What follows belongs to an exercise in optimizing a design on an open flow for small area, a short achievable clock period and few clock cycles; a production flow would make more cautious choices. Function was checked by simulation only, so behaviour that the tests miss may differ from the original. Power and IR drop assume default switching activity.

== the previous run ==
## gpu_block
module gpu_block (
    input  wire         clk,
    input  wire         rst,
    input  wire         read_frame,
    input  wire         pixel_done,
    input  wire [2:0]   control_in,
    input  wire [7:0]   num_vertices_in,
    input  wire [23:0]  color_in,
    input  wire [767:0] vertices_in,
    output wire         computation_done,
    output wire         pixel_ready,
    output wire [23:0]  data_in,
    output wire [19:0]  address_in
);
For scale: roughly 2800 cells after synthesis, about 700 flip-flops, roughly 850 I/O pins.
Settings: LEC_CHECK=0, ABC_CLOCK_PERIOD_IN_PS=3000, CAP_MARGIN=20, CORE_MARGIN=2, CORE_UTILIZATION=40, CTS_CLUSTER_DIAMETER=120, CTS_CLUSTER_SIZE=25, PLACE_DENSITY=0.6, SLEW_MARGIN=20; clock period 9.5 ns.
standard.sh (not shown) runs the stock make flow with config.mk's settings and CLKGATE_MAP_FILE= SYNTH_SCRIPT=/design/flow/synth_recipe.tcl, a recipe that flattens the netlist after the stock synthesis.
==> flow/flow/run.sh <==
#!/bin/bash
set -euo pipefail
export BUFFER_PORTS_ARGS="-buffer_cell sky130_fd_sc_hd__buf_1"
export SETUP_SLACK_MARGIN=6.45
bash standard.sh > standard.log 2>&1
Both conditions hold for the previous run: the flow ran to the end and the final layout passed the timing, DRC and antenna checks.
Testbench counts of the previous run, summed over its fixed seeds: cycles 142,640.
### the previous run -> the current run
Settings: swapping 3000 for 3500 in ABC_CLOCK_PERIOD_IN_PS.
Findings:
The current run and the previous run ended up with roughly the same part of the cycle the worst path needs. Taking the previous run as the reference, in the current run hold-critical path depth neither gained nor lost much, setup violation total in the final timing report did not really move.


Setup of alpha:
gpu_block, a different RTL version from the one above (not shown whole).
Size in the first run: about 2300 cells after synthesis, roughly 700 flip-flops, ~33000 µm² of cells after synthesis.
Design gpu_block, start of the top module:
module gpu_block (
    input  wire         clk,
    input  wire         rst,
    input  wire         read_frame,
    input  wire         pixel_done,
    input  wire [2:0]   control_in,
    input  wire [7:0]   num_vertices_in,
    input  wire [23:0]  color_in,
    input  wire [767:0] vertices_in,
    output wire         computation_done,
    output wire         pixel_ready,
    output wire [23:0]  data_in,
    output wire [19:0]  address_in
);
    localparam S_IDLE  = 4'd0,
               S_START = 4'd1,
               S_VTX   = 4'd2,
               S_VTX2  = 4'd3,
               S_L1    = 4'd4,
               S_L2    = 4'd5,
               S_L3    = 4'd6,
               S_L4    = 4'd7,
               S_STEP  = 4'd8,
               S_FSTEP = 4'd9,
               S_FIN   = 4'd10;
    reg [3:0] state;
    reg       idle;            
    reg       cdone;           
    reg [175:0] vxs, vys;      
    reg [127:0] vcs;           
    reg [1:0]   v0c_hi;        
    reg         v1c_hi;        
    reg [23:0]  color;
    reg [2:0]   ctl;
    reg         lmode, first_only, is_cont;
    reg [4:0]   nv;
    integer k;
    always @(posedge clk) begin
        if (idle) begin
            for (k = 0; k < 16; k = k + 1) begin
                vcs[8*k +: 8]  <= vertices_in[752-48*k +: 8];
                vxs[11*k +: 11] <= vertices_in[736-48*k +: 11];
                vys[11*k +: 11] <= vertices_in[720-48*k +: 11];
            end
            v0c_hi <= vertices_in[761:760];
            v1c_hi <= vertices_in[712];
            color  <= color_in;
  ...
export LEC_CHECK = 0
export CAP_MARGIN = 20
export CORE_MARGIN = 2
export CORE_UTILIZATION = 40
export CTS_BUF_LIST = sky130_fd_sc_hd__clkbuf_8
export PLACE_DENSITY = 0.6
export SLEW_MARGIN = 20
create_clock -name core_clock -period 9.5 [get_ports {clk}]
==> flow/flow/run.sh <==
#!/bin/bash
# Standard layout, but with the smallest plain buffer as every port's buffer
# instead of the delay-buffer cell buffer_ports picks by default.
set -euo pipefail
export BUFFER_PORTS_ARGS="-buffer_cell sky130_fd_sc_hd__buf_1"
bash standard.sh > standard.log 2>&1
Testbench counts of alpha, summed over its fixed seeds: cycles 149,243.
Changes in epsilon relative to alpha:
Settings: ABC_CLOCK_PERIOD_IN_PS newly set to 3500.
==> flow/flow/run.sh <==
#!/bin/bash
set -euo pipefail
export BUFFER_PORTS_ARGS="-buffer_cell sky130_fd_sc_hd__buf_1"
export SETUP_SLACK_MARGIN=6.0
bash standard.sh > standard.log 2>&1
### Flow results
Looking at number of setup buffers added after CTS, epsilon sits 10 above alpha.
Between epsilon and alpha, the clock insertion delay at the later pin of the skew report does not differ in any meaningful way.
[compare] base=alpha new=epsilon: area added between synthesis and finish higher, setup slack higher, hold slack higher, final clock skew lower, worst-case vdd ir drop higher.
The final reports for epsilon and alpha show cell-internal power higher in the former.
~same global routing usage summed across all routing layers in epsilon and alpha

[re-timing with driven ports]
No port has a modelled driver above. Below, the same layouts with a new extraction and two added sets of constraints. Step 1: set_driving_cell puts a clkbuf_16 on clk and a buf_2 on each other input, an assumption about the parent block. Step 2 also shifts input and output timing later by t, the mid clock arrival at the registers, as if the neighbouring blocks saw the same clock. Three values: ideal, step 1, step 2; two values: the first two.
| run | t (ns) | setup WS [ns] | hold slack, ns |
|---|---|---|---|
| the previous run | 0.655 | 6.353 / 6.339 / 5.956 | 0.393 / 0.393 / 0.393 |
| the current run | 0.655 | 6.353 / 6.339 / 5.956 | 0.393 / 0.393 / 0.393 |
| alpha | 0.839 | 5.443 / 5.443 / 4.855 | 0.580 / 0.580 / 0.580 |
| epsilon | 0.836 | 6.018 / 5.948 / 5.336 | 0.608 / 0.608 / 0.608 |
After both steps setup and hold are still met in every run listed. For epsilon, which loses most, drivers alone change the setup slack by -0.070 ns; drivers and shift together by -0.682 ns.
